This design comes from an exercise in tuning for small area and a short achievable clock period on the open sky130 flow, not from production work.
At most, simulation tests tie the RTL to the original design; equivalence was not proved.
The RTL of runs 1, 2, 4, 6 and 7 was laid out without a check of its function.

File: flow/flow/run.sh
#!/bin/bash
# Own flow: the standard layout, with the synthesis's final ABC mapping
# run from flow/abc.script (delay-oriented) instead of ORFS's abc_speed.script,
# and the port buffers made with buf_2 cells.
# flow/make_args, if present, holds extra make variable settings.
set -euo pipefail
W=$(pwd)
export MY_ABC_SCRIPT=$W/flow/abc.script
export MY_ABC_D=${MY_ABC_D:-1000}
export BUFFER_PORTS_ARGS="-buffer_cell sky130_fd_sc_hd__buf_2"
EXTRA=()
if [[ -f flow/make_args ]]; then read -r -a EXTRA < flow/make_args; fi
cat flow/abc_override.tcl synth_recipe.tcl > my_synth.tcl
sed "s#SYNTH_SCRIPT=[^ ]*#SYNTH_SCRIPT=$W/my_synth.tcl#" standard.sh > my_standard.sh
bash my_standard.sh "${EXTRA[@]}" finish > flow.log 2>&1
File: flow/flow/abc.script
&get -n
&st
&dch
&nf -p
&put
buffer -p
upsize {D}
dnsize {D}
File: flow/flow/abc_override.tcl
# Use our own ABC script and delay target for the final technology mapping
# (the generic abc inside yosys synth is unchanged).
proc abc {args} {
  set here [file dirname [file normalize [info script]]]
  set i [lsearch $args -script]
  if {$i >= 0} { lset args [expr {$i+1}] $::env(MY_ABC_SCRIPT) }
  set i [lsearch $args -D]
  if {$i >= 0} { lset args [expr {$i+1}] $::env(MY_ABC_D) } else { lappend args -D $::env(MY_ABC_D) }
  puts "abc (own script): $args"
  yosys abc {*}$args
}
File: flow/flow/make_args
ADDER_MAP_FILE=
File: flow/standard.sh
#!/bin/bash
# synth_recipe.tcl (not shown) runs the flow's synth.tcl, then flattens the netlist and writes it again
# the make line also repeats each setting of config.mk as NAME=value (left out here)
make -C /OpenROAD-flow-scripts/flow DESIGN_CONFIG=/design/flow/config.mk WORK_HOME=/design/flow/orfs CLKGATE_MAP_FILE= SYNTH_SCRIPT=/design/flow/synth_recipe.tcl "${@:-finish}"
File: flow/config.mk
export PLATFORM = sky130hd
export DESIGN_NAME = div_non_restore_pip
export DESIGN_NICKNAME = div_non_restore_pip
export VERILOG_FILES = /design/flow/design.v
export SDC_FILE = /design/flow/constraint.sdc
export NUM_CORES = 4
export LEC_CHECK = 0
export CAP_MARGIN = 20
export CORE_MARGIN = 2
export CORE_UTILIZATION = 55
export CTS_BUF_LIST = sky130_fd_sc_hd__clkbuf_16
export CTS_CLUSTER_DIAMETER = 80
export CTS_CLUSTER_SIZE = 30
export PLACE_DENSITY = 0.75
export SETUP_SLACK_MARGIN = 2.3
export SLEW_MARGIN = 20
File: flow/constraint.sdc
create_clock -name core_clock -period 4.5 [get_ports {clk}]
set_input_delay 0.9000 -clock core_clock [delete_from_list [all_inputs] [get_ports {clk}]]
set_output_delay 0.9000 -clock core_clock [all_outputs]
set_load 0.01 [all_outputs]
File: flow/design.v
module div_non_restore_pip #(parameter N = 16) (
	input          clk,
	input  [N-1:0] dividend,
	input  [N-1:0] divisor,
	output [N-1:0] quotient
);
	reg [N-1:0] R0, D0;
	reg [N:0]   R  [1:N-1];
	reg         NB [1:N-1];
	reg         QB [1:N-1];
	reg         PB [1:N-1];
	reg [N-1:0] D  [1:N-1];
	reg [N-1:0] Q  [1:N-1];
	reg [N-1:0] QO, QF;
	always @(posedge clk) begin
		R0 <= dividend;
		D0 <= divisor;
	end
	wire [N:0] r1 = {R0, 1'b0} - {1'b0, D0};
	always @(posedge clk) begin
		R[1]  <= r1;
		NB[1] <= r1[N];
		QB[1] <= ~r1[N];
		PB[1] <= ~r1[N];
		D[1]  <= D0;
		Q[1]  <= {N{1'b0}};
	end
	genvar s, j;
	generate
		for (s = 2; s <= N; s = s + 1) begin : stage
			wire        neg  = R[s-1][N];
			wire        neg2 = NB[s-1];
			wire        pos  = QB[s-1];
			wire        pos2 = PB[s-1];
			wire [N:0]  b;
			for (j = 0; j < N; j = j + 1) begin : op
				if (j < N / 4)          begin : q0 assign b[j] = D[s-1][j] ^ pos;     end
				else if (j < N / 2)     begin : q1 assign b[j] = D[s-1][j] ^ pos2;    end
				else if (j < 3 * N / 4) begin : q2 assign b[j] = ~(D[s-1][j] ^ neg);  end
				else                    begin : q3 assign b[j] = ~(D[s-1][j] ^ neg2); end
			end
			assign b[N] = ~neg2;
			wire [N:0] rn = {R[s-1][N-1:0], 1'b0} + b + {{N{1'b0}}, pos};
			wire [N:0] t  = {R[s-1][N-1:0], 1'b0} + {pos2, b[N-1:0]} + {{N{1'b0}}, pos};
			if (s < N) begin : mid
				always @(posedge clk) begin
					R[s]  <= rn;
					NB[s] <= t[N];
					QB[s] <= ~rn[N];
					PB[s] <= ~t[N];
					D[s]  <= D[s-1];
					Q[s]  <= {Q[s-1][N-2:0], pos};
				end
			end else begin : last
				always @(posedge clk) begin
					QO <= {Q[N-1][N-3:0], pos, ~rn[N]};
					QF <= QO;
				end
			end
		end
	endgenerate
	assign quotient = QF;
endmodule
==> results of run 1 <==
[critical path, stage by stage, from the launching register on]
cell and delay [ns]:
dfxtp_4 0.39, xnor2_4 0.20, nand2_1 0.08, o21a_1 0.23, o31a_1 0.35, o21ba_4 0.23, o211ai_1 0.26, xor2_1 0.35
[sequential cells by signal (all words and copies together) (netlist names)]
name,flops
R,254
R0,16
D0,16
QO,16
QB,14
QF,16
PB,15
NB,14
D,240
Q,105
[stage by stage]
stage               instance area, um^2  worst slack [ns]    util  std cells
global placement                  28910             1.990  0.5751       3437
CTS                               30240             2.287  0.6015       3488
floorplan                         28030             2.483       -       2760
detailed placement                28910             1.961  0.5751       3437
global route                      31210             2.165  0.6209       3502
finish                            31210             2.271  0.6209       3502
[worst paths after layout]
path / end
setup / recovery: PB[1]
hold / removal: Q[6][1]
setup reg to reg: PB[1]
hold reg to reg: Q[6][1]
[cells by family after synthesis]
family	share of synthesized area
xor+xnor	0.2425
flops	0.5042
simple gates	0.1008
compound gates	0.1389
buf+inv	0.008793
fa+ha+maj	0.004062
mux	0.0008034
[per-layer routing]
| metal | track usage | part of all wire | up-vias |
|---|---|---|---|
| li1 | - | - | 9277 |
| met1 | 0.3104 | 0.49 | 8757 |
| met2 | 0.3611 | 0.46 | 308 |
| met3 | 0.02046 | 0.029 | 82 |
| met4 | 0.04819 | 0.021 | 0 |
| met5 | 0 | 0 | - |
[what timing repair did]
item	CTS	global route
gates resized for setup	67	166
endpoints found under the setup margin	105	140
pin swaps	9	26
setup buffers	3	14
[final cells by class]
| type | instances | area, um^2 | area share |
|---|---|---|---|
| sequential | 706 | 14210 | 0.4551 |
| clock buffer | 31 | 775.7 | 0.02485 |
| tap | 672 | 840.8 | 0.02694 |
| multi-input combinational | 1999 | 14760 | 0.4730 |
| timing repair buffer | 65 | 367.9 | 0.01178 |
| clock inverter | 17 | 214.0 | 0.006854 |
| inverter | 12 | 45.04 | 0.001443 |
[cells in the final DEF (no fill, tap or decap), drive strengths merged, types with 7 or more instances in the layout]
master,synthesis,routed
o21ai,224,224
or2,16,16
maj3,11,11
xor2,256,256
o211ai,12,12
a221oi,14,14
and2,9,9
nor3,7,7
xnor2,502,502
o311ai,24,24
nand3,15,15
nand2,328,328
a31oi,39,39
o21ba,7,7
nand2b,27,27
nor2,192,192
a21oi,104,104
buf,27,65
dfxtp,706,706
o31ai,20,20
inv,12,21
xnor3,7,7
clkinv,0,7
clkbuf,16,31
o21bai,13,13
a21o,52,52
o21a,30,30
nor2b,43,43
==> summary.md, run 1 <==
| Metric | Value |
|---|---|
| Outcome | finished clean |
| Crit path kind | reg -> reg |
| Distinct cells, synth | 63 |
| Routed wire per std cell | 16.90 um |
| Initial Util | 0.5576 |
| Post-route ant nets | 0 |
| Ys async rst share | 0 |
| Final Hold Viols | 0 |
| Fmax | 0.4485 GHz |
| CTS root buffer | clkbuf_16 |
| Layout cells sized above 1 | 0.1357 |
| Input/output buffers | 48 |
| Area growth, synth to finish | 11.35% |
| Core Footprint | just over 50000 um^2 |
| DRT Pass-1 Iters | 7 |
| Area leader, netlist | dfxtp_1 |
| Initial drt markers | about 1100 |
| R2r startpoint | D0[3] |
| Share of Yosys cell area claimed by the top area cell type | 0.5042 |
| Yosys warns | 7 |
| Vias per Instance | approximately 5.3 |
| Clock tree buffer depth | 3 |
| Worst path arrival time | 2.74 ns |
| HP Class | reg -> reg |
| DRT Wirelength | 59190 um |
| Largest net degree at the start of global routing | 31 |
| I/O pin count | 49 |
| Seq cells post-synth | slightly above 700 |
| Hold Crit Start | Q[5][0] |
| Vias in the first global route | 18220 |
| Die area | 52790 um^2 |
| Period minus WS final | 2.229 ns |
| Global Route Usage Sum | 0.2183 |
| Max Fanout on Critical Path | 4 |
| R2R cell count | 7 |
| Worst hold stages | 0 |
| Fin Hold WS | 0.3231 ns |
| Hold buffer count at CTS | 0 |
| Setup_tns | 0 ns |
| Rows | 82 |
| First-pass GRT wire length | 93680 um |
| Layout filler cell count | around 4100 |
| CTS H-tree lvls | 1 |
| Mapped cell area | 28030 um^2 |
| EDFF count, synth | 0 |
| Post-Syn Area per Cell | 10.16 um^2 |
| Clock-pin slew of the registers on the worst-case setup and hold paths | 0.11 ns |
| Fin crit share | 0.4954 |
| Final setup vio count | 0 |
| Dominant synthesized flop cell | dfxtp_1 |
| Die width | roughly 230 um |
| Least-Margin Pin Slew | 0.5448 ns |
| Worst Setup SP | D0[3] |
| Cell count after synthesis | 2760 |
| Setup crit start kind | flop |
| CTS sink count | between 700 and 800 |
| Initial antenna violation count | 1 |
| GRT Residual Overflow | 0 |
| R2R setup slack | 2.27 ns |
| Worst Path Required | 5.01 ns |
| Post-synthesis net count | 2793 |
| Die height | between 200 and 250 um |
| Most frequent cells after synthesis | dfxtp_1, xnor2_1, nand2_1 |
| # diodes | 0 |
| CP Capture Type | flop |
| Main area contributors after synthesis | dfxtp_1, xnor2_1, xor2_1 |
| Final max-slew violation count | 0 |
| RSZ-0062 raised after global routing | yes |
| Max Cap Violations | 0 |
| DR vias | 18420 |
| Nets | 2848 |
| TritonCTS buffer count | 31 |
| Slew margin rel. | 0.6342 |
| Hpwl dp | 45590 um |
| Most frequent cell after synthesis | dfxtp_1 |
| Clock latency on the worst-skew pair | 0.65 ns |
| Sequential area share after synthesis | 0.5042 |
| DRC | 0 |
| Clock skew | 0.02509 ns |
| GPL Wtd Cong | between 0.9 and 1 |
| CTS tree | done |
==> inputs of run 2 (changes only) <==
==> flow/flow/run.sh (replaced) <==
#!/bin/bash
# Own flow: the standard layout, with the synthesis's final ABC mapping
# run from flow/abc.script (delay-oriented) instead of ORFS's abc_speed.script.
# flow/make_args, if present, holds extra make variable settings; @W@ in it
# stands for this work folder.
set -euo pipefail
W=$(pwd)
export MY_ABC_SCRIPT=$W/flow/abc.script
export MY_ABC_D=${MY_ABC_D:-1000}
EXTRA=()
if [[ -f flow/make_args ]]; then read -r -a EXTRA < <(sed "s#@W@#$W#g" flow/make_args); fi
cat flow/abc_override.tcl synth_recipe.tcl > my_synth.tcl
sed "s#SYNTH_SCRIPT=[^ ]*#SYNTH_SCRIPT=$W/my_synth.tcl#" standard.sh > my_standard.sh
bash my_standard.sh "${EXTRA[@]}" finish > flow.log 2>&1
==> flow/flow/io.tcl (new file) <==
# Keep the operand pins together, bit by bit, so the first stage's
# registers and logic sit close; keep the result pins together too.
set_io_pin_constraint -pin_names {dividend[15] divisor[15] dividend[14] divisor[14] dividend[13] divisor[13] dividend[12] divisor[12] dividend[11] divisor[11] dividend[10] divisor[10] dividend[9] divisor[9] dividend[8] divisor[8] dividend[7] divisor[7] dividend[6] divisor[6] dividend[5] divisor[5] dividend[4] divisor[4] dividend[3] divisor[3] dividend[2] divisor[2] dividend[1] divisor[1] dividend[0] divisor[0]} -region bottom:* -group -order
set_io_pin_constraint -pin_names {quotient[15] quotient[14] quotient[13] quotient[12] quotient[11] quotient[10] quotient[9] quotient[8] quotient[7] quotient[6] quotient[5] quotient[4] quotient[3] quotient[2] quotient[1] quotient[0]} -region top:* -group -order
==> flow/flow/make_args (replaced) <==
ADDER_MAP_FILE= IO_CONSTRAINTS=@W@/flow/io.tcl
==> run 2 against run 1 <==
Critical path depth is the same. Setup slack gained 0.085 ns. Count of clock-buffer cells in the layout grew 3. Critical endpoint is now R[9][15]. Routed wire length grew 0.25%. Largest cell class unchanged.
==> summary.md, run 2 <==
| Metric | Value |
|---|---|
| Global Route Usage Sum | 0.2237 (+0.005379) |
| Mux cell area share after synthesis | 0.0008034 (unchanged) |
| Placed Cells | 3437 (unchanged) |
| Simple-gate share of the synthesized area | 0.1008 (unchanged) |
| First-pass GRT wire length | 94810 um (+1.2%) |
| Largest Register | R |
| DRT Wirelength | 59340 um (+0.25%) |
| Setup_tns | 0 ns (unchanged) |
| CTS sink count | 706 (unchanged) |
| Distinct cells, synth | 63 (unchanged) |
| Yosys warns | 7 (unchanged) |
| Worst path arrival time | 2.64 ns (-0.10 ns) |
| I/O pin count | 49 (unchanged) |
| Vias per Instance | 5.241 (-0.38%) |
| Adder-cell share of the synthesized area | 0.004062 (unchanged) |
| Met1 Track Usage GR | 0.2674 (-0.04300) |
| Routed wire per std cell | 16.97 um (+0.43%) |
| Post-synthesis net count | 2793 (unchanged) |
| Initial Util | 0.5576 (unchanged) |
| Initial drt markers | 932 (-14%) |
| Max Fanout on Critical Path | 5 (+1) |
| Slew margin rel. | 0.6485 (+0.01429) |
| GRT Residual Overflow | 0 (unchanged) |
| Mapped cell area | 28030 um^2 (unchanged) |
| Core Footprint | 50270 um^2 (unchanged) |
| DRC | 0 (unchanged) |
| GR Util met3 | 0.02579 (+0.005332) |
| Crit-path slowest cell | dfxtp_4 |
| Synth Area in XOR/XNOR | 0.2425 (unchanged) |
| Most frequent cells after synthesis | dfxtp_1, xnor2_1, nand2_1 |
| Max reg flops | 254 (unchanged) |
| Post-Layout Inst Area | 31420 um^2 (+0.64%) |
| DRT Pass-1 Iters | 5 (-2) |
| Final Non-Filler Cells | 3496 (-0.17%) |
| Main area contributors after synthesis | dfxtp_1, xnor2_1, xor2_1 |
| Area leader, netlist | dfxtp_1 |
| Final setup vio count | 0 (unchanged) |
| Fmax | 0.4663 GHz (+4.0%) |
| Post-route ant nets | 0 (unchanged) |
| CP Capture Type | flop |
| Vias in the first global route | 18660 (+2.4%) |
| Most common cell after layout, fill and taps aside | dfxtp_1 |
| Period minus WS final | 2.145 ns (-0.08472 ns) |
| HP Class | reg -> reg |
| RSZ-0062 raised after global routing | yes |
| Post-Syn Area per Cell | 10.16 um^2 (unchanged) |
| Clock-pin slew of the registers on the worst-case setup and hold paths | 0.10 ns (about the same) |
| Crit path kind | reg -> reg |
| Worst setup margin | 2.355 ns (+0.08472 ns) |
| Worst Path Required | 5.00 ns (about the same) |
| Buf/Inv on CP | 0 (unchanged) |
| DR vias | 18320 (-0.55%) |
| Largest family of logic cells by synthesized area | XOR/XNOR gates |
| Least-Margin Pin Slew | 0.5207 ns (-0.02412 ns) |
| Layout filler cell count | 4145 (+0.072%) |
| GPL Wtd Cong | 0.9267 (-0.54%) |
| Layout cells sized above 1 | 0.1137 (-0.02202) |
| EDFF count, synth | 0 (unchanged) |
| Max Cap Violations | 0 (unchanged) |
| Dpl ws | 1.987 ns (+0.02547 ns) |
| GRT met2 Usage | 0.4165 (+0.05542) |
| Die height | 229.8 um (unchanged) |
| TritonCTS buffer count | 34 (+9.7%) |
| Seq cells post-synth | 706 (unchanged) |
| Input/output buffers | 48 (unchanged) |
| # diodes | 0 (unchanged) |
| Area growth, synth to finish | 12.07% |
| Hpwl dp | 47320 um (+3.8%) |
| Area of placed instances | 29150 um^2 (+0.83%) |
| Final max-slew violation count | 0 (unchanged) |
| Die width | 229.8 um (unchanged) |
| CTS H-tree lvls | 2 (+1) |
| GRT busiest layer | met2 |
| Most frequent cell after synthesis | dfxtp_1 |
| Fin crit share | 0.4766 (-0.01883) |
| CTS root buffer | clkbuf_16 |
| Dominant synthesized flop cell | dfxtp_1 |
| Largest stage delay, worst path | 0.41 ns (+0.02 ns) |
| Most frequent cells in the layout | dfxtp_1, xnor2_1, nand2_1, xor2_1, o21ai_0 |
| Sequential area share after synthesis | 0.5042 (unchanged) |
| Clock tree buffer depth | 3 (unchanged) |
| Clock skew | 0.03214 ns (+0.007056 ns) |
| CTS tree | done |
| Setup crit start kind | flop |
| Hold buffer count at CTS | 0 (unchanged) |
| Ys async rst share | 0 (unchanged) |
| Critical Path, Cell by Cell | xor2_2 > xnor2_1 > o21ai_0 > a21o_1 > a31oi_2 > o211ai_1 > xor2_1 |
| Nets | 2839 (-0.32%) |
| Initial antenna violation count | 0 (-1) |
| Outcome | finished clean |
| Synth Area in Compound Gates | 0.1389 (unchanged) |
| Cell count after synthesis | 2760 (unchanged) |
| Die area | 52790 um^2 (unchanged) |
| Top delay family on crit path | compound AO/OA/AOI/OAI gates |
| Largest net degree at the start of global routing | 31 (unchanged) |
| Clock latency on the worst-skew pair | 0.59 ns (-0.06 ns) |
| Rows | 82 (unchanged) |
| Share of Yosys cell area claimed by the top area cell type | 0.5042 (unchanged) |
| Regs by FF count | R: 254 flops, D: 240 flops, Q: 105 flops |
| Final Hold Viols | 0 (unchanged) |
[run 2: timing repair]
action / in CTS / in global routing
endpoints found under the hold margin: 0 / 0
setup endpoints to repair: 114 / 123
buffers inserted: 1 / 4
pin swaps: 4 / 16
gates resized for setup: 74 / 160
gates cloned: 0 / 0
[run 2: kinds of logic after synthesis]
kind of cell / after synthesis
xor gates and xnor gates: 765
DFF: 706
and+or+nand+nor: 652
AOI/OAI and AO/OA: 569
buffers and inverters: 55
adders and majority gates: 11
muxes: 2
[run 2: path summary, 6_finish.rpt]
path / slack, ns / from / cells after the start / to
worst max register to register: 2.36 / PB[8] / 7 / R[9][15]
worst max-delay path: 2.36 / PB[8] / 7 / R[9][15]
worst min register to register: 0.33 / Q[12][8] / 0 / Q[13][9]
worst min-delay path: 0.33 / Q[12][8] / 0 / Q[13][9]
[run 2: per-layer routing]
metal  vias up  part of all wire  wire length (um)
met2       303              0.52             30600
met5         -                 0                 0
met1      8661              0.43             25260
met3       115             0.026              1567
met4         0             0.032              1919
li1       9243                 -                 -
[run 2: area by class of cell]
type                            count  area (um^2)  area share
Clock inverter                     20        247.7    0.007886
Clock buffer                       34        850.8     0.02708
Tap cell                          672        840.8     0.02676
Timing Repair Buffer               53        498.0     0.01585
Sequential cell                   706        14200      0.4520
Inverter                           12        45.04    0.001434
Multi-Input combinational cell   1999        14730      0.4690
[run 2: per-stage QoR]
stage / util / hold WS [ns]
5_1_grt: 0.6249 / 0.3382
6_report: 0.6249 / 0.3296
2_1_floorplan: - / 0.3096
3_3_place_gp: 0.5799 / 0.3103
3_5_place_dp: 0.5799 / 0.3121
4_1_cts: 0.6071 / 0.3318
[run 2: worst reg2reg max path, cell delays in order (launching register included)]
cell	delay (ns)
dfxtp_4	0.41
xor2_2	0.20
xnor2_1	0.36
o21ai_0	0.20
a21o_1	0.22
a31oi_2	0.23
o211ai_1	0.19
xor2_1	0.25
==> inputs of run 3 (changes only) <==
==> flow/design.v (replaced) <==
module div_non_restore_pip #(parameter N = 16) (
	input          clk,
	input  [N-1:0] dividend,
	input  [N-1:0] divisor,
	output [N-1:0] quotient
);
	localparam H = N / 2;
	reg [N-1:0] R0, D0;
	reg [N:0]   R  [1:N-1];
	reg         QB [1:N-1];
	reg [N-1:0] D  [1:N-1];
	reg [N-1:0] Q  [1:N-1];
	reg [N-1:0] QO, QF;
	always @(posedge clk) begin
		R0 <= dividend;
		D0 <= divisor;
	end
	wire [N:0] r1 = {R0, 1'b0} - {1'b0, D0};
	always @(posedge clk) begin
		R[1]  <= r1;
		QB[1] <= ~r1[N];
		D[1]  <= D0;
		Q[1]  <= {N{1'b0}};
	end
	genvar s, j;
	generate
		for (s = 2; s <= N; s = s + 1) begin : stage
			wire        neg = R[s-1][N];
			wire        pos = QB[s-1];
			wire [N:0]  b;
			for (j = 0; j <= N; j = j + 1) begin : op
				wire dj = (j < N) ? D[s-1][j] : 1'b0;
				if (j < H) begin : lo
					assign b[j] = dj ^ pos;
				end else begin : hi
					assign b[j] = ~(dj ^ neg);
				end
			end
			wire [N:0] rn = {R[s-1][N-1:0], 1'b0} + b + {{N{1'b0}}, pos};
			if (s < N) begin : mid
				always @(posedge clk) begin
					R[s]  <= rn;
					QB[s] <= ~rn[N];
					D[s]  <= D[s-1];
					Q[s]  <= {Q[s-1][N-2:0], pos};
				end
			end else begin : last
				always @(posedge clk) begin
					QO <= {Q[N-1][N-3:0], pos, ~rn[N]};
					QF <= QO;
				end
			end
		end
	endgenerate
	assign quotient = QF;
endmodule
==> run 3 against run 2 <==
Register-to-register slack lost 0.12 ns. First-iteration DRC count grew 5.3%. Routed wire length grew 0.90%. Synthesized cell count shrank 2.4%. Count of clock-buffer cells in the layout grew 1. Cell count shrank 1.2%. Maximum frequency shrank 5.3%. Critical path depth grew 1. Largest cell class unchanged.
==> summary.md, run 3 <==
| Metric | Value |
|---|---|
| First-pass GRT wire length | 93470 um (-1.4%) |
| Worst hold endpoint | Q[10][2] |
| Post-synthesis net count | 2726 (-2.4%) |
| Core Footprint | 48750 um^2 (-3.0%) |
| Clock latency on the worst-skew pair | 0.60 ns (about the same) |
| R2R setup slack | 2.23 ns (-0.12 ns) |
| Layout filler cell count | 3881 (-6.4%) |
| Max Fanout on Critical Path | 6 (+1) |
| Setup crit start kind | flop |
| Nets | 2803 (-1.3%) |
| Worst setup margin | 2.234 ns (-0.1209 ns) |
| I/O pin count | 49 (unchanged) |
| DRC | 0 (unchanged) |
| Post-Layout Inst Area | 31000 um^2 (-1.3%) |
| Cell count after synthesis | 2693 (-2.4%) |
| CP Capture Type | flop |
| Least-Margin Pin Slew | 0.6027 ns (+0.08202 ns) |
| Worst Path Required | 5.00 ns (about the same) |
| DRT Wirelength | 59880 um (+0.90%) |
| Mapped cell area | 27050 um^2 (-3.5%) |
| DR vias | 18340 (+0.11%) |
| Hold Crit Start | Q[9][1] |
| Most frequent cells in the layout | dfxtp_1, xnor2_1, nand2_1, o21ai_0, nor2_1 |
| Most common cell after layout, fill and taps aside | dfxtp_1 |
| Crit-path slowest cell | dfxtp_4 |
| Vias per Instance | 5.309 (+1.3%) |
| Final setup vio count | 0 (unchanged) |
| Setup_tns | 0 ns (unchanged) |
| Rows | 81 (-1.2%) |
| Input/output buffers | 48 (unchanged) |
| Post-Syn Area per Cell | 10.05 um^2 (-1.1%) |
| DRT Pass-1 Iters | 7 (+2) |
| RSZ-0062 raised after global routing | yes |
| Crit path kind | reg -> reg |
| HP Class | reg -> reg |
| R2r endpoint | QB[2] |
| Die area | 50980 um^2 (-3.4%) |
| Max reg flops | 254 (unchanged) |
| Worst hold stages | 0 (unchanged) |
| Clock skew | 0.02602 ns (-0.006117 ns) |
| Slew margin rel. | 0.5945 (-0.05398) |
| CTS tree | done |
| Hpwl dp | 45400 um (-4.1%) |
| Ys async rst share | 0 (unchanged) |
| Fmax | 0.4414 GHz (-5.3%) |
| Die height | 225.8 um (-1.7%) |
| Clock tree buffer depth | 3 (unchanged) |
| Die width | 225.8 um (-1.7%) |
| Dominant synthesized flop cell | dfxtp_1 |
| Regs by FF count | R: 254 flops, D: 240 flops, Q: 105 flops |
| Initial Util | 0.5549 (-0.002651) |
| Seq cells post-synth | 678 (-4.0%) |
| Outcome | finished clean |
| Largest net degree at the start of global routing | 31 (unchanged) |
| Clock-pin slew of the registers on the worst-case setup and hold paths | 0.10 ns (about the same) |
| Fin Hold WS | 0.3278 ns (-0.001795 ns) |
| Area leader, netlist | dfxtp_1 |
| Final core utilization | 0.6360 (+0.01111) |
| GPL Wtd Cong | 0.9170 (-1.0%) |
| Global Route Usage Sum | 0.2308 (+0.007112) |
| Largest stage delay, worst path | 0.47 ns (+0.06 ns) |
| Area of placed instances | 28100 um^2 (-3.6%) |
| R2r startpoint | QB[1] |
| Dpl ws | 1.832 ns (-0.1552 ns) |
| Hold buffer count at CTS | 0 (unchanged) |
| Post-route ant nets | 0 (unchanged) |
| Final Hold Viols | 0 (unchanged) |
| Area growth, synth to finish | 14.61% |
| EDFF count, synth | 0 (unchanged) |
| CTS H-tree lvls | 2 (unchanged) |
| Sequential area share after synthesis | 0.5017 (-0.002461) |
| Yosys warns | 5 (-2) |
| R2R cell count | 8 (+1) |
| Crit-path most repeated cell | xor2_2 |
| CTS root buffer | clkbuf_16 |
| Max Cap Violations | 0 (unchanged) |
| Final max-slew violation count | 0 (unchanged) |
| Largest Register | R |
| Fin crit share | 0.5035 (+0.02687) |
| Most frequent cell after synthesis | dfxtp_1 |
| Initial antenna violation count | 3 (+3) |
| GRT Residual Overflow | 0 (unchanged) |
| TritonCTS buffer count | 35 (+2.9%) |
| Vias in the first global route | 18370 (-1.6%) |
| Share of Yosys cell area claimed by the top area cell type | 0.5017 (-0.002461) |
| Main area contributors after synthesis | dfxtp_1, xnor2_1, xor2_1 |
| Layout cells sized above 1 | 0.1315 (+0.01787) |
| Routed wire per std cell | 17.33 um (+2.1%) |
| Worst path arrival time | 2.76 ns (+0.12 ns) |
| Period minus WS final | 2.266 ns (+0.1209 ns) |
| Critical Path, Cell by Cell | buf_4 > xor2_4 > xor2_2 > nand2_1 > o21bai_2 > a41oi_4 > o311ai_4 > xor2_2 |
| Distinct cells, synth | 69 (+9.5%) |
| Most frequent cells after synthesis | dfxtp_1, xnor2_1, nand2_1 |
| Initial drt markers | 981 (+5.3%) |
| CTS sink count | 678 (-4.0%) |
==> run 3: cell count changes after synthesis, sizes merged, moves of 8 or more <==
cell   delta
xor2     -36
dfxtp    -28
o21a     +15
nand2    +14
o31ai     +9
nor2b     -8
==> run 3: metrics by stage <==
stage | std cells
final | 3455
after CTS | 3426
after detailed placement | 3361
after global placement | 3361
after global routing | 3454
after floorplan | 2693
==> run 3: area by class of cell <==
cell class                      count  area [um^2]  share of cell area
Antenna cell                        1        2.502          0.00008071
Clock buffer                       35        875.8             0.02825
Clock inverter                     22        326.6             0.01053
Inverter                            9        33.78            0.001090
Multi-Input combinational cell   1962        14540              0.4690
Sequential cell                   678        13660              0.4405
Tap cell                          664        830.8             0.02680
Timing Repair Buffer               84        738.2             0.02381
==> run 3: cell families (layout without fill, tap and decap cells) <==
kind of cell    Yosys count  after routing  share of synthesized area
other cells               0              1                          0
flops                   678            678                     0.5017
xor+xnor                725            725                     0.2410
mux                       2              2                  0.0008325
buf+inv                  53            150                    0.01082
compound gates          585            585                     0.1431
fa+ha+maj                 8              8                   0.003099
simple gates            642            642                    0.09944
==> run 3: per-layer routing <==
| metal | GRT usage | vias up | part of all wire | wire, um |
|---|---|---|---|---|
| met4 | 0.09613 | 6 | 0.042 | 2490 |
| met1 | 0.2883 | 8716 | 0.44 | 26200 |
| met2 | 0.3995 | 363 | 0.48 | 28900 |
| li1 | - | 9125 | - | - |
| met5 | 0 | - | 0.00068 | 41 |
| met3 | 0.03240 | 132 | 0.037 | 2245 |
==> run 3: worst max path at each step <==
stage	startpoint	end	slack, ns	cells past startpoint
floorplan	QB[6]	R[7][13]	2.45	7
detailed placement	QB[13]	R[14][11]	1.83	6
CTS	QB[13]	QB[14]	2.16	7
global route	QB[1]	QB[2]	2.18	8
global placement	QB[13]	QB[14]	1.86	7
finish	QB[1]	QB[2]	2.23	8
==> run 3: what timing repair did <==
action	in CTS	in global routing
resized for setup	100	191
cloned	0	0
setup endpoints to repair	159	111
pin swaps	10	35
buffers inserted	8	28
==> run 3: worst max-delay path, delay by kind of cell (launching register included) <==
family                 cells  cell delay (ns)
AND/OR/NAND/NOR            1             0.13
buffers and inverters      1             0.17
XOR/XNOR                   3             0.71
flip-flops                 1             0.47
AO/OA/AOI/OAI              3             0.69
==> inputs of run 4 (changes only) <==
--- a/flow/design.v
+++ b/flow/design.v
@@ -19,3 +19,3 @@
 	always @(posedge clk) begin
-		R[1]  <= r1;
+		R[1]  <= {r1[N:1], D0[0]};
 		QB[1] <= ~r1[N];
@@ -41,3 +41,3 @@
 				always @(posedge clk) begin
-					R[s]  <= rn;
+					R[s]  <= {rn[N:1], D[s-1][0]};
 					QB[s] <= ~rn[N];
==> run 4 against run 3 <==
Core utilization rose by 0.19 points. Sequential cell count decreased by 14. Synthesized cell count grew 6.0%. Via count increased by 13%.
==> summary.md, run 4 <==
| Metric | Value |
|---|---|
| Outcome | finished clean |
| DRT Wirelength | 67340 um (+12%) |
| Post-route ant nets | 0 (unchanged) |
| Max Fanout on Critical Path | 6 (unchanged) |
| EDFF count, synth | 0 (unchanged) |
| Most frequent cells after synthesis | dfxtp_1, xnor2_1, nand2_1 |
| Dominant synthesized flop cell | dfxtp_1 |
| Sequential area share after synthesis | 0.4501 (-0.05166) |
| Seq cells post-synth | 664 (-2.1%) |
| Worst hold endpoint | QF[10] |
| Cell count after synthesis | 2855 (+6.0%) |
| Fmax | 0.4515 GHz (+2.3%) |
| Hold buffer count at CTS | 0 (unchanged) |
| Routed wire per std cell | 18.20 um (+5.0%) |
| Ys async rst share | 0 (unchanged) |
| Period minus WS final | 2.215 ns (-0.05108 ns) |
| Largest net degree at the start of global routing | 31 (unchanged) |
| Reg area | 13400 um^2 (-1.9%) |
| Initial Util | 0.5587 (+0.003732) |
| Hpwl dp | 49990 um (+10%) |
| Global Route Usage Sum | 0.2330 (+0.002266) |
| Core Footprint | 52870 um^2 (+8.4%) |
| R2r startpoint | QB[14] |
| Area leader, netlist | dfxtp_1 |
| Area growth, synth to finish | 14.18% |
| Initial antenna violation count | 0 (-3) |
| Layout filler cell count | 4147 (+6.9%) |
| Share of Yosys cell area claimed by the top area cell type | 0.4501 (-0.05166) |
| DRT Pass-1 Iters | 5 (-2) |
| Final core utilization | 0.6379 (+0.001892) |
| Main area contributors after synthesis | dfxtp_1, xnor2_1, xor3_1 |
| Max Cap Violations | 0 (unchanged) |
| CTS sink count | 664 (-2.1%) |
| DRC | 0 (unchanged) |
| Most common cell after layout, fill and taps aside | dfxtp_1 |
| Nets | 3024 (+7.9%) |
| I/O pin count | 49 (unchanged) |
| Distinct cells, synth | 65 (-5.8%) |
| Most frequent cells in the layout | dfxtp_1, xnor2_1, nand2_1, nor2_1, o21ai_0 |
| First-pass GRT wire length | 105100 um (+12%) |
| Clock-pin slew of the registers on the worst-case setup and hold paths | 0.10 ns (about the same) |
| Setup crit start kind | flop |
| Worst Path Required | 4.98 ns (-0.02 ns) |
| Vias per Instance | 5.583 (+5.2%) |
| Die area | 55570 um^2 (+9.0%) |
| Crit path kind | reg -> reg |
| Least-Margin Pin Slew | 0.7039 ns (+0.1012 ns) |
| Initial drt markers | 1547 (+58%) |
| Input/output buffers | 48 (unchanged) |
| GPL Wtd Cong | 0.9335 (+1.8%) |
| Hold Crit Start | QO[10] |
| Setup_tns | 0 ns (unchanged) |
| Placed Cells | 3549 (+5.6%) |
| Mapped cell area | 29530 um^2 (+9.2%) |
| Final setup vio count | 0 (unchanged) |
| Clock latency on the worst-skew pair | 0.59 ns (about the same) |
| Rows | 84 (+3.7%) |
| Worst hold stages | 0 (unchanged) |
| Layout cells sized above 1 | 0.1335 (+0.001925) |
| Area of placed instances | 30630 um^2 (+9.0%) |
| R2R cell count | 8 (unchanged) |
| Worst path arrival time | 2.69 ns (-0.07 ns) |
| Clock skew | 0.02887 ns (+0.002846 ns) |
| Final max-slew violation count | 0 (unchanged) |
| Die height | 235.7 um (+4.4%) |
| # diodes | 0 (-1) |
| Vias in the first global route | 20040 (+9.1%) |
| HP Class | reg -> reg |
| Post-Syn Area per Cell | 10.34 um^2 (+3.0%) |
| Post-Layout Inst Area | 33720 um^2 (+8.8%) |
| CTS tree | done |
| Multi-input gate area | 16970 um^2 (+17%) |
| Yosys warns | 5 (unchanged) |
| Slew margin rel. | 0.5273 (-0.06716) |
| R2r endpoint | R[15][15] |
| TritonCTS buffer count | 34 (-2.9%) |
| CTS root buffer | clkbuf_16 |
| Final Hold Viols | 0 (unchanged) |
| DR vias | 20660 (+13%) |
| CTS H-tree lvls | 2 (unchanged) |
| Clock tree buffer depth | 3 (unchanged) |
| RSZ-0062 raised after global routing | yes |
| Post-synthesis net count | 2888 (+5.9%) |
| GRT Residual Overflow | 0 (unchanged) |
| Final Non-Filler Cells | 3700 (+7.1%) |
| Regs by FF count | D: 240 flops, R: 240 flops, Q: 105 flops |
| Fin crit share | 0.4921 (-0.01135) |
| Fin Hold WS | 0.3278 ns (-0.000002000 ns) |
| CP Capture Type | flop |
| R2R setup slack | 2.29 ns (+0.05 ns) |
| Die width | 235.7 um (+4.4%) |
| Worst Setup SP | QB[14] |
| Most frequent cell after synthesis | dfxtp_1 |
-- run 4: cells by family after synthesis --
kind of cell / share of synthesized area
AO/OA/AOI/OAI: 0.1227
XOR/XNOR: 0.2893
adder cells (fa/ha/maj): 0.001017
buffers and inverters: 0.01186
flip-flops: 0.4501
multiplexers: 0.004745
AND/OR/NAND/NOR: 0.1203
-- run 4: through the flow --
step / setup slack (ns)
global route: 2.195
finish: 2.285
floorplan: 2.360
CTS: 2.230
global placement: 1.798
detailed placement: 1.721
-- run 4: what timing repair did --
action | in CTS | in global routing
gates resized for setup | 127 | 166
buffers inserted | 20 | 74
endpoints found under the setup margin | 188 | 98
pin swaps | 9 | 44
hold endpoints to repair | 0 | 0
-- run 4: worst max-delay path by stage --
stage / endpoint / slack (ns) / depth (start not counted)
2_1_floorplan: QB[10] / 2.36 / 7
3_3_place_gp: QB[10] / 1.80 / 6
3_5_place_dp: QB[10] / 1.72 / 6
4_1_cts: QB[10] / 2.23 / 6
5_1_grt: R[15][15] / 2.20 / 8
6_report: R[15][15] / 2.29 / 8
-- run 4: final cells by class --
| cell class | instances | share of cell area |
|---|---|---|
| clock buffer | 37 | 0.02746 |
| sequential | 664 | 0.3974 |
| timing repair buffer | 142 | 0.03554 |
| clock inverter | 20 | 0.007866 |
| tap | 688 | 0.02553 |
| inverter | 28 | 0.003117 |
| multi-input combinational | 2121 | 0.5031 |
-- run 4: worst max-delay path: stages, from the launching register on --
cell and delay [ns]:
dfxtp_4 0.40, buf_2 0.21, buf_4 0.14, xor3_1 0.43, nand2b_1 0.11, a21oi_2 0.06
o31ai_2 0.36, o211ai_1 0.16, xnor2_1 0.22
-- run 4: metal layers --
layer  GRT usage  share of wire
met5           0              0
met2      0.4038           0.49
met1      0.3005           0.44
met3     0.02216          0.035
met4     0.09284          0.039
==> inputs of run 5 (changes only) <==
--- a/flow/design.v
+++ b/flow/design.v
@@ -19,3 +19,3 @@
 	always @(posedge clk) begin
-		R[1]  <= {r1[N:1], D0[0]};
+		R[1]  <= r1;
 		QB[1] <= ~r1[N];
@@ -41,3 +41,3 @@
 				always @(posedge clk) begin
-					R[s]  <= {rn[N:1], D[s-1][0]};
+					R[s]  <= rn;
 					QB[s] <= ~rn[N];
==> flow/flow/make_args (replaced) <==
ADDER_MAP_FILE=
--- a/flow/config.mk
+++ b/flow/config.mk
@@ -13,3 +13,3 @@
 export CTS_CLUSTER_SIZE = 30
-export PLACE_DENSITY = 0.75
+export PLACE_DENSITY = 0.65
 export SETUP_SLACK_MARGIN = 2.3
==> run 5 against run 4 <==
Maximum frequency is 0.53% higher. Register-to-register slack hardly changed. Still clean. First-iteration DRC count is 48% lower.
==> summary.md, run 5 <==
| Metric | Value |
|---|---|
| Clock skew | 0.03638 ns (+0.007511 ns) |
| Post-route ant nets | 0 (unchanged) |
| Mapped cell area | 27050 um^2 (-8.4%) |
| Least-Margin Pin Slew | 0.5131 ns (-0.1908 ns) |
| DR vias | 17890 (-13%) |
| Clock-pin slew of the registers on the worst-case setup and hold paths | 0.10 ns (about the same) |
| Final Hold Viols | 0 (unchanged) |
| CTS H-tree lvls | 2 (unchanged) |
| Clock tree buffer depth | 3 (unchanged) |
| Yosys warns | 5 (unchanged) |
| R2r startpoint | QB[4] |
| First-pass GRT wire length | 90670 um (-14%) |
| Vias per Instance | 5.177 (-7.3%) |
| Regs by FF count | R: 254 flops, D: 240 flops, Q: 105 flops |
| I/O pin count | 49 (unchanged) |
| Max Fanout on Critical Path | 6 (unchanged) |
| Clock latency on the worst-skew pair | 0.60 ns (about the same) |
| Slew margin rel. | 0.6548 (+0.1274) |
| TritonCTS buffer count | 36 (+5.9%) |
| Die area | 50980 um^2 (-8.3%) |
| Setup_tns | 0 ns (unchanged) |
| Worst hold stages | 0 (unchanged) |
| Crit path kind | reg -> reg |
| Critical Path, Cell by Cell | buf_2 > buf_4 > xor2_2 > xnor2_2 > nor2_1 > a21o_1 > a31oi_4 > o21ai_0 > xnor2_1 |
| Initial Util | 0.5549 (-0.003732) |
| Worst Setup SP | QB[4] |
| Crit-path slowest cell | dfxtp_4 |
| Layout filler cell count | 3977 (-4.1%) |
| Cell count after synthesis | 2693 (-5.7%) |
| # diodes | 0 (unchanged) |
| Post-Syn Area per Cell | 10.05 um^2 (-2.9%) |
| Area leader, netlist | dfxtp_1 |
| Routed wire per std cell | 16.90 um (-7.2%) |
| Nets | 2807 (-7.2%) |
| Largest net degree at the start of global routing | 31 (unchanged) |
| Post-synthesis net count | 2726 (-5.6%) |
| GPL Wtd Cong | 0.8681 (-7.0%) |
| Final max-slew violation count | 0 (unchanged) |
| Hold Crit Start | QO[8] |
| Worst path arrival time | 2.68 ns (about the same) |
| Most frequent cells in the layout | dfxtp_1, xnor2_1, nand2_1, o21ai_0, nor2_1 |
| CTS sink count | 678 (+2.1%) |
| Outcome | finished clean |
| Hpwl dp | 44080 um (-12%) |
| Period minus WS final | 2.203 ns (-0.01166 ns) |
| CP Capture Type | flop |
| Rows | 81 (-3.6%) |
| Core Footprint | 48750 um^2 (-7.8%) |
| Reg area | 13660 um^2 (+1.9%) |
| Hold buffer count at CTS | 0 (unchanged) |
| DRC | 0 (unchanged) |
| Most frequent cell after synthesis | dfxtp_1 |
| CTS root buffer | clkbuf_16 |
| Global Route Usage Sum | 0.2241 (-0.008905) |
| DRT Pass-1 Iters | 5 (unchanged) |
| Largest Register | R |
| Fin crit share | 0.4895 (-0.002591) |
| Initial drt markers | 806 (-48%) |
| DRT Wirelength | 58400 um (-13%) |
| Input/output buffers | 48 (unchanged) |
| CTS tree | done |
| Seq cells post-synth | 678 (+2.1%) |
| Worst setup margin | 2.297 ns (+0.01166 ns) |
| Max Cap Violations | 0 (unchanged) |
| Fmax | 0.4539 GHz (+0.53%) |
| Setup crit start kind | flop |
| Multi-input gate area | 14770 um^2 (-13%) |
| Die width | 225.8 um (-4.2%) |
| Dpl ws | 1.799 ns (+0.07828 ns) |
| Most frequent cells after synthesis | dfxtp_1, xnor2_1, nand2_1 |
| Max reg flops | roughly 250 |
| Area growth, synth to finish | 15.63% |
| Final setup vio count | 0 (unchanged) |
| RSZ-0062 raised after global routing | yes |
| Share of Yosys cell area claimed by the top area cell type | 0.5017 (+0.05166) |
| GRT Residual Overflow | 0 (unchanged) |
| Largest stage delay, worst path | 0.39 ns (-0.04 ns) |
| Worst Path Required | 4.98 ns (about the same) |
| Ys async rst share | 0 (unchanged) |
| Layout cells sized above 1 | 0.1451 (+0.01159) |
| Sequential area share after synthesis | 0.5017 (+0.05166) |
| Main area contributors after synthesis | dfxtp_1, xnor2_1, xor2_1 |
| Die height | 225.8 um (-4.2%) |
| R2R cell count | 9 (+1) |
| EDFF count, synth | 0 (unchanged) |
| Most common cell after layout, fill and taps aside | dfxtp_1 |
| Initial antenna violation count | 0 (unchanged) |
| Vias in the first global route | 17630 (-12%) |
| HP Class | reg -> reg |
| Dominant synthesized flop cell | dfxtp_1 |
| Distinct cells, synth | 69 (+6.2%) |
-- run 5: cell types whose count changed after synthesis, moves of 39 or more --
cell,previous run,this run
xor3_1,104,0
nand3_1,113,10
xnor2_1,407,495
o211ai_1,58,10
o21a_1,2,45
nor2_1,231,192
-- run 5: final cells by class --
cell class,instances,share of cell area
Multi-Input combinational cell,1962,0.4722
Inverter,9,0.001080
Timing Repair Buffer,87,0.02472
Sequential cell,678,0.4366
Clock inverter,19,0.009280
Tap cell,664,0.02656
Clock buffer,37,0.02960
-- run 5: logic make-up after synthesis --
logic type | after synthesis | share of synthesized area
AO/OA/AOI/OAI | 585 | 0.1431
XOR/XNOR | 725 | 0.2410
multiplexers | 2 | 0.0008325
adder cells (fa/ha/maj) | 8 | 0.003099
AND/OR/NAND/NOR | 642 | 0.09944
flip-flops | 678 | 0.5017
buffers and inverters | 53 | 0.01082
-- run 5: per-stage QoR --
stage	cell area (um^2)	util	hold slack, ns	std cells
global route	31280	0.6417	0.3268	3456
global placement	28100	0.5765	0.3112	3361
detailed placement	28100	0.5765	0.3121	3361
floorplan	27050	-	0.3096	2693
CTS	29640	0.6081	0.3220	3420
finish	31280	0.6417	0.3278	3456
-- run 5: layer usage --
metal | track usage | share of wire
met3 | 0.03071 | 0.034
met4 | 0.07541 | 0.030
met1 | 0.3080 | 0.48
met2 | 0.3633 | 0.45
met5 | 0 | 0
-- run 5: critical path: cells and delay by family, from the launching register on --
kind | cells | cell delay, ns
flops | 1 | 0.39
compound gates | 3 | 0.54
buf+inv | 2 | 0.32
xor+xnor | 3 | 0.72
simple gates | 1 | 0.13
-- run 5: path summary, 6_finish.rpt --
path	endpoint	slack (ns)
max	R[5][11]	2.30
min	QF[8]	0.33
min reg2reg	QF[8]	0.33
max reg2reg	R[5][11]	2.30
-- run 5: what timing repair did --
item,4_1_cts,5_1_grt
cloned,0,0
endpoints found under the setup margin,165,118
setup buffers,3,36
resized for setup,104,243
pin swaps,8,37
endpoints found under the hold margin,0,0
==> inputs of run 6 (changes only) <==
==> flow/design.v (replaced) <==
module nr_step (
	input  [15:0] R,
	input         neg,
	input         pos,
	input  [15:0] D,
	output [16:0] Rn
);
	wire [16:0] a = {R, 1'b0};
	wire [16:0] b;
	genvar j, l;
	generate
		for (j = 0; j <= 16; j = j + 1) begin : op
			if (j < 8) begin : lo
				assign b[j] = D[j] ^ pos;
			end else if (j < 16) begin : hi
				assign b[j] = ~(D[j] ^ neg);
			end else begin : top
				assign b[j] = ~neg;
			end
		end
	endgenerate
	wire [15:0] p, g;
	assign p[0] = 1'b0;
	assign g[0] = pos & ~D[0];
	generate
		for (j = 1; j < 16; j = j + 1) begin : pg
			assign p[j] = a[j] ^ b[j];
			assign g[j] = a[j] & b[j];
		end
	endgenerate
	wire [15:0] G [0:4];
	wire [15:0] P [0:4];
	assign G[0] = g;
	assign P[0] = p;
	generate
		for (l = 0; l < 4; l = l + 1) begin : lvl
			for (j = 0; j < 16; j = j + 1) begin : node
				if ((j >> l) % 2 == 1) begin : comb
					assign G[l+1][j] = G[l][j] | (P[l][j] & G[l][((j >> l) << l) - 1]);
					assign P[l+1][j] = P[l][j] & P[l][((j >> l) << l) - 1];
				end else begin : pass
					assign G[l+1][j] = G[l][j];
					assign P[l+1][j] = P[l][j];
				end
			end
		end
	endgenerate
	assign Rn[0] = D[0];
	generate
		for (j = 1; j <= 16; j = j + 1) begin : sum
			assign Rn[j] = a[j] ^ b[j] ^ G[4][j-1];
		end
	endgenerate
endmodule
module div_non_restore_pip #(parameter N = 16) (
	input          clk,
	input  [N-1:0] dividend,
	input  [N-1:0] divisor,
	output [N-1:0] quotient
);
	reg [N-1:0] R0, D0;
	reg [N:0]   R  [1:N-1];
	reg         QB [1:N-1];
	reg [N-1:0] D  [1:N-1];
	reg [N-1:0] Q  [1:N-1];
	reg [N-1:0] QO, QF;
	always @(posedge clk) begin
		R0 <= dividend;
		D0 <= divisor;
	end
	wire [N:0] r1;
	nr_step u_first (.R(R0), .neg(1'b0), .pos(1'b1), .D(D0), .Rn(r1));
	always @(posedge clk) begin
		R[1]  <= r1;
		QB[1] <= ~r1[N];
		D[1]  <= D0;
		Q[1]  <= {N{1'b0}};
	end
	genvar s;
	generate
		for (s = 2; s <= N; s = s + 1) begin : stage
			wire [N:0] rn;
			nr_step u_step (.R(R[s-1][N-1:0]), .neg(R[s-1][N]), .pos(QB[s-1]),
			                .D(D[s-1]), .Rn(rn));
			if (s < N) begin : mid
				always @(posedge clk) begin
					R[s]  <= rn;
					QB[s] <= ~rn[N];
					D[s]  <= D[s-1];
					Q[s]  <= {Q[s-1][N-2:0], QB[s-1]};
				end
			end else begin : last
				always @(posedge clk) begin
					QO <= {Q[N-1][N-3:0], QB[N-1], ~rn[N]};
					QF <= QO;
				end
			end
		end
	endgenerate
	assign quotient = QF;
endmodule
--- a/flow/flow/run.sh
+++ b/flow/flow/run.sh
@@ -3,4 +3,3 @@
 # run from flow/abc.script (delay-oriented) instead of ORFS's abc_speed.script.
-# flow/make_args, if present, holds extra make variable settings; @W@ in it
-# stands for this work folder.
+# flow/make_args, if present, holds extra make variable settings.
 set -euo pipefail
@@ -10,3 +9,3 @@
 EXTRA=()
-if [[ -f flow/make_args ]]; then read -r -a EXTRA < <(sed "s#@W@#$W#g" flow/make_args); fi
+if [[ -f flow/make_args ]]; then read -r -a EXTRA < flow/make_args; fi
 cat flow/abc_override.tcl synth_recipe.tcl > my_synth.tcl
--- a/flow/config.mk
+++ b/flow/config.mk
@@ -10,7 +10,4 @@
 export CORE_UTILIZATION = 55
-export CTS_BUF_LIST = sky130_fd_sc_hd__clkbuf_16
-export CTS_CLUSTER_DIAMETER = 80
-export CTS_CLUSTER_SIZE = 30
-export PLACE_DENSITY = 0.65
-export SETUP_SLACK_MARGIN = 2.3
+export PLACE_DENSITY = 0.75
+export SETUP_SLACK_MARGIN = 2.4
 export SLEW_MARGIN = 20
removed: flow/flow/io.tcl
==> run 6 against run 5 <==
Design area rose by 10%. Die area fell by 7.0%. Highest routed layer unchanged. Still clean. Synthesized cell count fell by 15%.
==> summary.md, run 6 <==
| Metric | Value |
|---|---|
| Placed Cells | 2916 (-13%) |
| Crit-path slowest cell | dfxtp_1 |
| Most frequent cells in the layout | dfxtp_1, nand2_1, xnor2_1, buf_4, xor2_1 |
| Final setup vio count | 0 (unchanged) |
| Most frequent cells after synthesis | dfxtp_1, xnor2_1, xor2_1 |
| Post-Layout Inst Area | 34490 um^2 (+10%) |
| Input/output buffers | 48 (unchanged) |
| Area of placed instances | 26140 um^2 (-7.0%) |
| CP Capture Type | flop |
| DRC | 0 (unchanged) |
| Most common cell after layout, fill and taps aside | dfxtp_1 |
| Largest stage delay, worst path | 0.49 ns (+0.10 ns) |
| # diodes | 0 (unchanged) |
| Die width | 217.7 um (-3.6%) |
| Final core utilization | 0.7633 (+0.1216) |
| Core Footprint | 45190 um^2 (-7.3%) |
| Vias per Instance | 5.638 (+8.9%) |
| Worst Path Required | 5.03 ns (+0.05 ns) |
| Vias in the first global route | 17580 (-0.29%) |
| Fmax | 0.4143 GHz (-8.7%) |
| Dominant synthesized flop cell | dfxtp_1 |
| I/O pin count | 49 (unchanged) |
| Max Cap Violations | 0 (unchanged) |
| Share of Yosys cell area claimed by the top area cell type | 0.5293 (+0.02759) |
| Layout cells sized above 1 | 0.3232 (+0.1781) |
| DR vias | 18530 (+3.5%) |
| Clock skew | 0.02995 ns (-0.006428 ns) |
| DRT Pass-1 Iters | 6 (+1) |
| TritonCTS buffer count | 66 (+83%) |
| DRT Wirelength | 70700 um (+21%) |
| RSZ-0062 raised after global routing | yes |
| Clock-pin slew of the registers on the worst-case setup and hold paths | 0.07 ns (-0.03 ns) |
| Crit-path most repeated cell | xor2_1 |
| Die area | 47380 um^2 (-7.0%) |
| Die height | 217.7 um (-3.6%) |
| Final Non-Filler Cells | 3286 (-4.9%) |
| CTS H-tree lvls | 3 (+1) |
| Crit path kind | reg -> reg |
| Top delay family on crit path | simple AND/OR/NAND/NOR gates |
| R2R cell count | 7 (-2) |
| Regs by FF count | D: 240 flops, R: 240 flops, Q: 105 flops |
| Mux cell area share after synthesis | 0 (-0.0008325) |
| CTS tree | done |
| Post-Syn Area per Cell | 10.93 um^2 (+8.8%) |
| Clock latency on the worst-skew pair | 0.62 ns (+0.02 ns) |
| HP Class | reg -> reg |
| Cell count after synthesis | 2298 (-15%) |
| Nets | 2669 (-4.9%) |
| Critical Path, Cell by Cell | xnor2_2 > xor2_1 > nor2b_2 > nand4_1 > nor3_1 > a221o_1 > xor2_1 |
| Rows | 78 (-3.7%) |
| Adder-cell share of the synthesized area | 0.008370 (+0.005271) |
| Worst hold stages | 0 (unchanged) |
| EDFF count, synth | 0 (unchanged) |
| Setup_tns | 0 ns (unchanged) |
| Global Route Usage Sum | 0.2120 (-0.01211) |
| Synth Area in XOR/XNOR | 0.2485 (+0.007499) |
| Worst hold endpoint | Q[11][3] |
| GRT Residual Overflow | 0 (unchanged) |
| CTS root buffer | clkbuf_16 |
| R2r endpoint | QB[7] |
| Ys async rst share | 0 (unchanged) |
| First-pass GRT wire length | 81280 um (-10%) |
| Fin crit share | 0.5364 (+0.04684) |
| Area leader, netlist | dfxtp_1 |
| Sequential area share after synthesis | 0.5293 (+0.02759) |
| GPL Wtd Cong | 0.8353 (-3.8%) |
| Mapped cell area | 25110 um^2 (-7.2%) |
| Distinct cells, synth | 63 (-8.7%) |
| Routed wire per std cell | 21.51 um (+27%) |
| Post-synthesis net count | 2331 (-14%) |
| Max Fanout on Critical Path | 3 (-3) |
| Slew margin rel. | 0.5731 (-0.08167) |
| Buf/Inv on CP | 0 (-2) |
| Final Hold Viols | 0 (unchanged) |
| Initial antenna violation count | 0 (unchanged) |
| Hold Crit Start | Q[10][2] |
| R2R setup slack | 2.09 ns (-0.21 ns) |
| Final max-slew violation count | 0 (unchanged) |
| Setup crit start kind | flop |
| Initial drt markers | 1006 (+25%) |
| Fin Hold WS | 0.3255 ns (-0.002258 ns) |
| Worst path arrival time | 2.95 ns (+0.27 ns) |
| Period minus WS final | 2.414 ns (+0.2108 ns) |
| Initial Util | 0.5558 (+0.0008283) |
| R2r startpoint | D[6][10] |
| Seq cells post-synth | 664 (-2.1%) |
| Largest net degree at the start of global routing | 16 (-48%) |
| Post-route ant nets | 0 (unchanged) |
| Least-Margin Pin Slew | 0.6358 ns (+0.1227 ns) |
| Clock tree buffer depth | 3 (unchanged) |
| CTS sink count | 664 (-2.1%) |
| Outcome | finished clean |
| Yosys warns | 10 (+5) |
| Most frequent cell after synthesis | dfxtp_1 |
| Simple-gate share of the synthesized area | 0.09282 (-0.006620) |
| Main area contributors after synthesis | dfxtp_1, xnor2_1, xor2_1 |
| Hpwl dp | 30550 um (-31%) |
| Largest family of logic cells by synthesized area | XOR/XNOR gates |
| Area growth, synth to finish | 37.34% |
| Synth Area in Compound Gates | 0.1089 (-0.03419) |
## run 6: kinds of logic (layout without fill, tap and decap cells)
logic type                 Yosys count  count (layout)
AOI/OAI and AO/OA                  376             380
xor gates and xnor gates           673             673
adders and majority gates           21              21
buffers and inverters               47             431
DFF                                664             664
and+or+nand+nor                    517             517
## run 6: routing by layer
layer	up-vias	GRT usage	wire length (um)
met4	0	0.1231	6162
met3	414	0.03780	3381
li1	8287	-	-
met1	9001	0.1858	22060
met2	824	0.4384	39090
met5	-	0	0
## run 6: worst max path at each step
| stage | start | end | slack (ns) | cells after the start |
|---|---|---|---|---|
| after floorplan | QB[6] | QB[7] | 2.40 | 8 |
| after global placement | QB[9] | QB[10] | 1.82 | 7 |
| after detailed placement | QB[9] | QB[10] | 1.74 | 7 |
| after CTS | QB[6] | QB[7] | 2.30 | 7 |
| after global routing | R[6][16] | QB[7] | 2.04 | 7 |
| final | D[6][10] | QB[7] | 2.09 | 7 |
## run 6: area by class of cell
type	instances	area (um^2)
multi-input cells	1591	15270
flip-flops and latches	664	13420
fillers	2310	10700
repair buffers	296	2711
clock buffers	87	1843
well taps	600	750.7
clock inverters	31	436.7
inverters	17	63.81
## run 6: through the flow
step                worst slack, ns
floorplan                     2.404
global placement              1.822
detailed placement            1.737
CTS                           2.296
global route                  2.039
finish                        2.086
## run 6: timing repair
item	4_1_cts	5_1_grt
endpoints found under the setup margin	189	154
hold buffers	0	0
gates cloned	1	3
pin swaps	71	154
gates resized for setup	316	418
setup buffers	106	142
==> inputs of run 7 (changes only) <==
==> flow/flow/abc.script (replaced) <==
&get -n
&st
&nf -p
&put
buffer -p
upsize {D}
dnsize {D}
--- a/flow/config.mk
+++ b/flow/config.mk
@@ -10,4 +10,7 @@
 export CORE_UTILIZATION = 55
+export CTS_BUF_LIST = sky130_fd_sc_hd__clkbuf_16
+export CTS_CLUSTER_DIAMETER = 80
+export CTS_CLUSTER_SIZE = 30
 export PLACE_DENSITY = 0.75
-export SETUP_SLACK_MARGIN = 2.4
+export SETUP_SLACK_MARGIN = 2.3
 export SLEW_MARGIN = 20
==> run 7 against run 6 <==
Still clean on timing, DRC and antenna. Sequential share of layout area is 4.5 points higher. Critical path depth stayed put. First-iteration DRC count is 39% lower. Cell count is 5.5% lower. Design area is 10% lower. Via count is 12% lower. Synthesized area is 3.7% higher. Core utilization is 10 points lower. Clock skew is 0.0059 ns lower. Largest cell class unchanged.
==> summary.md, run 7 <==
| Metric | Value |
|---|---|
| Outcome | finished clean |
| Hpwl dp | 30610 um (+0.19%) |
| Largest stage delay, worst path | 0.47 ns (-0.02 ns) |
| Dpl ws | 1.642 ns (-0.09548 ns) |
| Metal2 WL | 28040 um (-28%) |
| Core Footprint | 46650 um^2 (+3.3%) |
| Final max-slew violation count | 0 (unchanged) |
| Final Hold Viols | 0 (unchanged) |
| Initial drt markers | 614 (-39%) |
| Layout cells sized above 1 | 0.1862 (-0.1369) |
| Global Route Usage Sum | 0.1850 (-0.02706) |
| Setup_tns | 0 ns (unchanged) |
| GPL Wtd Cong | 0.8201 (-1.8%) |
| Crit-path most repeated cell | o221ai_4 |
| Area of placed instances | 26960 um^2 (+3.2%) |
| Layout filler cell count | 3266 (+41%) |
| Max Cap Violations | 0 (unchanged) |
| Input/output buffers | 48 (unchanged) |
| Worst Setup SP | QB[6] |
| Clock skew | 0.02407 ns (-0.005887 ns) |
| Clock latency on the worst-skew pair | 0.63 ns (about the same) |
| Yosys warns | 10 (unchanged) |
| Most frequent cells in the layout | dfxtp_1, xnor2_1, nand2_1, xor2_1, buf_4 |
| Clock-pin slew of the registers on the worst-case setup and hold paths | 0.10 ns (+0.03 ns) |
| Period minus WS final | 2.202 ns (-0.2115 ns) |
| Highest Signal Layer | met4 |
| CP Capture Type | flop |
| Worst hold stages | 0 (unchanged) |
| Post-route ant nets | 0 (unchanged) |
| Seq cells post-synth | 664 (unchanged) |
| CTS H-tree lvls | 1 (-2) |
| Fmax | 0.4541 GHz (+9.6%) |
| # diodes | 0 (unchanged) |
| Share of Yosys cell area claimed by the top area cell type | 0.5103 (-0.01904) |
| Largest net degree at the start of global routing | 31 (+15) |
| Ys async rst share | 0 (unchanged) |
| DRC | 0 (unchanged) |
| Dominant synthesized flop cell | dfxtp_1 |
| Post-Layout Inst Area | 30870 um^2 (-10%) |
| I/O pin count | 49 (unchanged) |
| Least-Margin Pin Slew | 0.7054 ns (+0.06963 ns) |
| First-pass GRT wire length | 76560 um (-5.8%) |
| DRT Pass-1 Iters | 5 (-1) |
| Crit path kind | reg -> reg |
| Sequential area share after synthesis | 0.5103 (-0.01904) |
| Top delay family on crit path | XOR/XNOR gates |
| Worst path arrival time | 2.73 ns (-0.22 ns) |
| Crit-path slowest cell | xnor3_2 |
| Hold buffer count at CTS | 0 (unchanged) |
| Post-synthesis net count | 2353 (+0.94%) |
| Cell count after synthesis | 2320 (+0.96%) |
| Critical Path, Cell by Cell | xnor3_2 > or2_1 > o221ai_4 > a221oi_4 > buf_6 > o221ai_4 > xor2_1 |
| CTS root buffer | clkbuf_16 |
| CP Depth | 7 (unchanged) |
| Post-Syn Area per Cell | 11.23 um^2 (+2.7%) |
| Most frequent cell after synthesis | dfxtp_1 |
| Mapped cell area | 26050 um^2 (+3.7%) |
| Vias per Instance | 5.252 (-6.9%) |
| TritonCTS buffer count | 31 (-53%) |
| CTS sink count | 664 (unchanged) |
| DRT Wirelength | 48350 um (-32%) |
| HP Class | reg -> reg |
| Fin crit share | 0.4894 (-0.04699) |
| Buf/Inv on CP | 1 (+1) |
| Final Non-Filler Cells | 3104 (-5.5%) |
| GRT Residual Overflow | 0 (unchanged) |
| Setup crit start kind | flop |
| Max Fanout on Critical Path | 6 (+3) |
| Final setup vio count | 0 (unchanged) |
| CTS tree | done |
| Setup crit end | QB[7] |
| Placed Cells | 2945 (+0.99%) |
| Clock tree buffer depth | 3 (unchanged) |
| Distinct cells, synth | 42 (-33%) |
| Die area | 49120 um^2 (+3.7%) |
| R2R cell count | 7 (unchanged) |
| R2r startpoint | QB[6] |
| Routed wire per std cell | 15.58 um (-28%) |
| R2R setup slack | 2.30 ns (+0.21 ns) |
| R2r endpoint | QB[7] |
| Rows | 79 (+1.3%) |
| Initial Util | 0.5584 (+0.002589) |
| Most common cell after layout, fill and taps aside | dfxtp_1 |
| M1 wire length | 16960 um (-23%) |
| Die height | 221.6 um (+1.8%) |
| Most frequent cells after synthesis | dfxtp_1, xnor2_1, xor2_1 |
| Area growth, synth to finish | 18.50% |
| Worst setup margin | 2.298 ns (+0.2115 ns) |
| DR vias | 16300 (-12%) |
| Die width | 221.6 um (+1.8%) |
| RSZ-0062 raised after global routing | yes |
| Nets | 2513 (-5.8%) |
| Regs by FF count | D: 240 flops, R: 240 flops, Q: 105 flops |
| Slew margin rel. | 0.5264 (-0.04675) |
| Area leader, netlist | dfxtp_1 |
| EDFF count, synth | 0 (unchanged) |
| Worst Path Required | 5.03 ns (about the same) |
| Vias in the first global route | 16860 (-4.1%) |
| Main area contributors after synthesis | dfxtp_1, xnor2_1, xor2_1 |
| DR WL met3 | 1084 um (-68%) |
| Initial antenna violation count | 0 (unchanged) |
[run 7: cell type report]
class | instances | area [um^2] | share of cell area
multi-input cells | 1570 | 14090 | 0.4564
clock inverters | 19 | 274.0 | 0.008876
inverters | 67 | 251.5 | 0.008147
flip-flops and latches | 664 | 13400 | 0.4340
repair buffers | 146 | 1323 | 0.04284
well taps | 607 | 759.5 | 0.02460
clock buffers | 31 | 775.7 | 0.02513
[run 7: cell families after synthesis]
| kind of cell | count (synthesis) | share of synthesized area |
|---|---|---|
| compound gates | 337 | 0.1096 |
| xor+xnor | 734 | 0.2639 |
| simple gates | 453 | 0.08064 |
| flops | 664 | 0.5103 |
| fa+ha+maj | 35 | 0.01350 |
| buf+inv | 97 | 0.02214 |
[run 7: repair_timing]
action | CTS | global route
gates cloned | 11 | 0
setup endpoints to repair | 203 | 130
endpoints found under the hold margin | 0 | 0
resized for setup | 204 | 177
buffers inserted | 43 | 55
pin swaps | 45 | 65
[run 7: routing by layer]
| layer | GRT usage | vias to the layer above |
|---|---|---|
| li1 | - | 8120 |
| met1 | 0.1705 | 7777 |
| met2 | 0.3945 | 266 |
| met3 | 0.02107 | 138 |
| met4 | 0.08261 | 0 |
| met5 | 0 | - |
[run 7: worst min-delay path by stage]
stage	from	end	slack, ns
floorplan	QO[0]	QF[0]	0.31
global placement	Q[15][12]	QO[14]	0.31
detailed placement	QO[2]	QF[2]	0.31
CTS	Q[4][1]	Q[5][2]	0.33
global route	Q[4][1]	Q[5][2]	0.33
finish	Q[4][1]	Q[5][2]	0.33
[run 7: per-stage QoR]
stage	utilization	hold slack, ns
2_1_floorplan	-	0.3096
3_3_place_gp	0.5780	0.3098
3_5_place_dp	0.5780	0.3121
4_1_cts	0.6304	0.3269
5_1_grt	0.6617	0.3326
6_report	0.6617	0.3281

## static timing again, ports no longer ideal
In the flow no input, the clock included, has a driving cell. The finished layouts below were timed again as built, in two steps.
Step 1, drivers: a clkbuf_16 drives clk and a buf_2 each remaining input, both assumed.
Step 2 times the ports against the registers' clock, not the clock port: input delays grow and output delays shrink by t, the midpoint of the rising clock arrivals with the driver on.
Slacks: ideal ports / drivers / drivers and shift; pairs: ideal ports / drivers.
| run | shift t [ns] | setup slack, ns | worst setup path at the end | latest minus earliest clock arrival (ns) |
|---|---|---|---|---|
| run 1 | 0.691 | 2.271 / 2.271 / 2.271 | register to register | 0.027 / 0.028 |
| run 2 | 0.635 | 2.355 / 2.317 / 2.355 | register to register | 0.032 / 0.032 |
| run 3 | 0.639 | 2.234 / 2.234 / 2.234 | register to register | 0.027 / 0.027 |
| run 4 | 0.635 | 2.285 / 2.285 / 2.285 | register to register | 0.034 / 0.034 |
| run 5 | 0.639 | 2.297 / 2.297 / 2.297 | register to register | 0.039 / 0.039 |
| run 6 | 0.662 | 2.086 / 2.086 / 2.086 | register to register | 0.032 / 0.032 |
| run 7 | 0.674 | 2.298 / 2.298 / 2.298 | register to register | 0.032 / 0.032 |
After both steps setup and hold are still met in every run listed.
